This design comes from an exercise in tuning for small area and a short achievable clock period on the open sky130 flow, not from production work. In this exercise RTL edits were held to simulation tests only and were not proved equivalent to the original.

==> design/flow/run.sh <==
#!/bin/bash
# synth_recipe.tcl (not shown) runs the flow's synth.tcl, then flattens the netlist and writes it again
# the make line also repeats each setting of config.mk as NAME=value (left out here)
make -C /OpenROAD-flow-scripts/flow DESIGN_CONFIG=/design/flow/config.mk WORK_HOME=/design/flow/orfs CLKGATE_MAP_FILE= SYNTH_SCRIPT=/design/flow/synth_recipe.tcl finish
==> design/flow/config.mk <==
export PLATFORM = sky130hd
export DESIGN_NAME = alu
export DESIGN_NICKNAME = alu
export VERILOG_FILES = /design/flow/design.v
export SDC_FILE = /design/flow/constraint.sdc
export NUM_CORES = 4
export LEC_CHECK = 0
export CAP_MARGIN = 20
export CORE_MARGIN = 2
export CORE_UTILIZATION = 40
export SLEW_MARGIN = 20
==> design/flow/constraint.sdc <==
create_clock -name core_clock -period 30.0 [get_ports {clk_p_i}]
set_input_delay 6.0000 -clock core_clock [delete_from_list [all_inputs] [get_ports {clk_p_i}]]
set_output_delay 6.0000 -clock core_clock [all_outputs]
set_load 0.01 [all_outputs]
==> design/flow/design.v <==
module alu(
             clk_p_i,
             reset_n_i,
             data_a_i,
             data_b_i,
             inst_i,
             data_o
             );
      input           clk_p_i;
      input           reset_n_i;
      input   [7:0]   data_a_i;
      input   [7:0]   data_b_i;
      input   [2:0]   inst_i;
      output reg  [15:0]  data_o;
      reg     [15:0]   ALU_d2_w;
      reg     [7:0]    data_a_d1_r;
      reg     [7:0]    data_b_d1_r;
      reg     [2:0]    inst_d1_r;
      always@ (*)
      begin
          case(inst_d1_r)
            3'b000:    ALU_d2_w = {data_a_d1_r[7] ? 8'b11111111 : 8'b0, data_a_d1_r} + {data_b_d1_r[7] ? 8'b11111111 : 8'b0, data_b_d1_r};
            3'b001:    ALU_d2_w = {data_b_d1_r[7] ? 8'b11111111 : 8'b0, data_b_d1_r} - {data_a_d1_r[7] ? 8'b11111111 : 8'b0, data_a_d1_r};
            3'b010:    ALU_d2_w = {data_a_d1_r[7] ? 8'b11111111 : 8'b0, data_a_d1_r} * {data_b_d1_r[7] ? 8'b11111111 : 8'b0, data_b_d1_r};
            3'b011:    ALU_d2_w = {8'b0, data_a_d1_r & data_b_d1_r};
            3'b100:    ALU_d2_w = {8'b0, data_a_d1_r ^ data_b_d1_r};
            3'b101:    ALU_d2_w = {8'b0, data_a_d1_r[7] ? ~data_a_d1_r + 1'b1 : data_a_d1_r};
            3'b110:    ALU_d2_w = ({8'b0, data_a_d1_r} + {8'b0, data_b_d1_r}) >> 1;
            3'b111:    ALU_d2_w = (data_a_d1_r == 8'b0) ? {8'b0, data_b_d1_r} : {8'b0, data_b_d1_r} % {8'b0, data_a_d1_r};
            default:   ALU_d2_w = 0;
          endcase
      end
      always@(posedge clk_p_i or negedge reset_n_i)
      begin
          if (reset_n_i == 1'b0)
          begin
            data_a_d1_r <= 0;
            data_b_d1_r <= 0;
            inst_d1_r   <= 0;
            data_o <= 0;
          end
          else
          begin
            data_a_d1_r <= data_a_i;
            data_b_d1_r <= data_b_i;
            inst_d1_r   <= inst_i;
            data_o <= ALU_d2_w;
          end
      end
endmodule
==> qor.csv <==
stage;metric;value;unit
min_path;min_to;data_o[0];
sta;finalCritPeriodShare;96.0;%
grt;grt_max_degree;36;
routing;ant_nets;0;
critical_path;cp.arrival;29000;ps
yosys;yosys.area.top_type_share;18.4;%
critical_path;required;30200;ps
critical_path;crit_path_frequent_cell;o21a_1;
grt;grt_overflow;0;
min_path;hold_path_class;reg -> reg;
finish;fin_nets;1883;
floorplan;coreArea;29500;µm²
critical_path;crit_path_end_kind;flip-flop;
critical_path;path_class;reg -> reg;
clock_network;clockBufferDepth;2;
clock_network;path_clk_slew;60;ps
grt;antenna_found_initial;0;
sta;fin_tns_setup;0;ps
yosys;synth_flop_cell;dfrtp_1;
min_path;hp-start;data_b_d1_r[0];
critical_path;cp_max_fo;11;
grt;grt_pass1_wl;58800;µm
sta;worst_slew_pin_slew;961;ps
grt;track_usage;23.4;%
critical_path;start_kind;flip-flop;
yosys;synthArstFlopShare;100;%
finish;drive_gt1_share;16.1;%
critical_path;cp_slowest_cell;or4_4;
finish;antenna_cells;0;
yosys;ys_top_cells_by_count;175 x ha_1, 135 x inv_1, 121 x nand2_1, 117 x nor2_1, 94 x a21oi_1;
routing;wire_per_inst;18.3;µm
routing;vias;11500;
place;pre_cts_slack;-1030;ps
yosys;yosys.area.top_type;ha_1;
critical_path;worstRegToRegCells;137;
critical_path;cp_slowest_stage_delay;610;ps
yosys;netlist_instances;1495;
yosys;synth_edf_count;0;
clock_network;ctsHoldBuffers;0;
floorplan;start_util;40.4;%
critical_path;reg2reg_to;data_o[6];
finish;syn_to_final_growth;18.3;%
yosys;syn_area;11900;µm²
min_path;hold_depth;3;
routing;finalWirelength;36600;µm
critical_path;timing.rr.start;data_b_d1_r[3];
sta;holdWs;755;ps
floorplan;ios;37;
clock_network;clkLatencyLatePin;300;ps
yosys;netlist-cell-type-count;97;
yosys;synth.area.top_cells;ha_1 18%, fa_1 13%, dfrtp_1 7.4%;
clock_network;cts_sinks;35;
place;gp_congestion;0.912;
sta;timing.fmax;0.0347;GHz
floorplan;die_area;31200;µm²
sta;layout_setup_ws;1200;ps
routing;firstDrtPassIters;6;
sta;slew_viol_final;0;
critical_path;rrSetupSlack;1200;ps
clock_network;htree_levels;2;
routing;drcViolationCount;0;
yosys;synth-seq-cells;35;
clock_network;tritoncts;built;
floorplan;die_y;177;µm
sta;period_minus_slack;28800;ps
routing;via_per_inst;5.76;
job;maxCapViolations;0;
sta;max_slew_margin;35.9;%
place;hpwl;28500;µm
sta;setup_viol;0;
yosys;synth_warnings;1;
sta;hold_viol;0;
clock_network;cts_made_buffers;5;
yosys;ys_seq_area_share;7.36;%
floorplan;die_x;177;µm
routing;initialDrtViolationCount;866;
yosys;yosysMostFrequentCell;ha_1;
yosys;syn_avg_cell_area;7.96;µm²
sta;fin_skew;8.52;ps
grt;grt_pass1_vias;11200;
run_status;status;timing/DRC/antenna clean;
place;port_buffers;36;
clock_network;root_buffer;clkbuf_16;
floorplan;rows;63;
==> stage by stage <==
| stage | std cells | instance area, µm² | util [%] |
|---|---|---|---|
| 3_5_place_dp | 1931 | 12900 | 43.9 |
| 5_1_grt | 2003 | 14100 | 47.8 |
| 2_1_floorplan | 1502 | 12000 | - |
| 6_report | 2003 | 14100 | 47.8 |
| 3_3_place_gp | 1931 | 12900 | 43.9 |
| 4_1_cts | 1946 | 13300 | 45.1 |
==> cells by family (layout without fill, tap and decap cells) <==
| group | Yosys count | after routing | synth area share (%) |
|---|---|---|---|
| fa+ha+maj | 250 | 250 | 31.0 |
| xor+xnor | 99 | 99 | 7.35 |
| compound gates | 445 | 445 | 25.9 |
| mux | 44 | 44 | 4.04 |
| flops | 35 | 35 | 7.36 |
| simple gates | 439 | 439 | 18.4 |
| other cells | 1 | 8 | 0.0315 |
| buf+inv | 182 | 293 | 5.96 |
==> layout by cell type, fill, tap and decap left out, drive strengths merged, types with 10 or more instances in the layout <==
cell           count
a21o              46
a21oi             95
a31oi             14
and2              18
and3              10
buf              108
clkdlybuf4s50     35
dfrtp             35
fa                75
ha               175
inv              135
mux2              26
mux2i             18
nand2            121
nand2b            17
nand3             18
nor2             118
nor2b             12
nor3              49
o211ai            24
o21a              44
o21ai             80
o21bai            13
o22ai             14
o31ai             28
or2               10
or3               25
xnor2             58
xor2              41
==> critical path, delay by kind of cell, from the launching register on <==
| family | cells | cell delay [ps] |
|---|---|---|
| compound gates | 69 | 13290 |
| fa+ha+maj | 15 | 4320 |
| buf+inv | 9 | 1260 |
| flops | 1 | 380 |
| mux | 6 | 1980 |
| simple gates | 38 | 7450 |
==> flip-flops by register name, summed over array words and instances (netlist names) <==
signal       flops
data_a_d1_r      8
inst_d1_r        3
data_o          16
data_b_d1_r      8
==> worst max path at each step <==
| stage | from | endpoint | slack [ps] | cells past startpoint |
|---|---|---|---|---|
| final | data_b_d1_r[3] | data_o[6] | 1200 | 137 |
| after global routing | data_b_d1_r[3] | data_o[6] | -380 | 139 |
| after CTS | data_a_d1_r[0] | data_o[6] | 60 | 136 |
| after detailed placement | data_b_d1_r[2] | data_o[6] | -1030 | 135 |
| after global placement | data_b_d1_r[2] | data_o[6] | -430 | 135 |
| after floorplan | data_a_d1_r[1] | data_o[6] | 60 | 138 |
==> layout make-up <==
| cell class | count | area (µm²) |
|---|---|---|
| fillers | 2911 | 15400 |
| multi-input cells | 1285 | 10800 |
| repair buffers | 143 | 1190 |
| flip-flops and latches | 35 | 878 |
| inverters | 142 | 539 |
| well taps | 390 | 488 |
| clock buffers | 5 | 125 |
| clock inverters | 3 | 67.6 |
==> timing repair <==
| action | 4_1_cts | 5_1_grt |
|---|---|---|
| endpoints found under the setup margin | 16 | 16 |
| endpoints found under the hold margin | 0 | 0 |
| gates cloned | 0 | 0 |
| pin swaps | 3 | 37 |
| setup buffers | 7 | 57 |
| gates resized for setup | 22 | 75 |
==> routing by layer <==
metal	routed length [µm]	track usage, %	vias up
li1	-	-	5636
met1	17100	32.8	5509
met2	16800	38.7	315
met3	1780	2.43	73
met4	923	5.79	0
met5	0	0	-

## afterwards: timing with drivers on the ports
The results above use ideal ports. As a check the final layout listed here was re-extracted and re-timed, cells and wires unchanged.
Step 1, drivers: a clkbuf_16 drives clk_p_i and a buf_2 each remaining input, both assumed.
Step 2 moves the port delays by t, midway between the first and last clock arrival at a register: inputs arrive t later, outputs are due t later. That takes back most of the time a late clock gives input paths.
Three values: ideal ports, drivers, drivers and shift; two values: the first two.
t (ns): 0.337
setup WS [ns]: 1.197 / 1.197 / 1.197
worst hold slack (ns): 0.755 / 0.755 / 0.755
worst setup path after step 2: register to register
After both steps this run still meets setup and hold. The setup slack of this run moves by 0.000 ns with the drivers and by 0.000 ns with both steps.
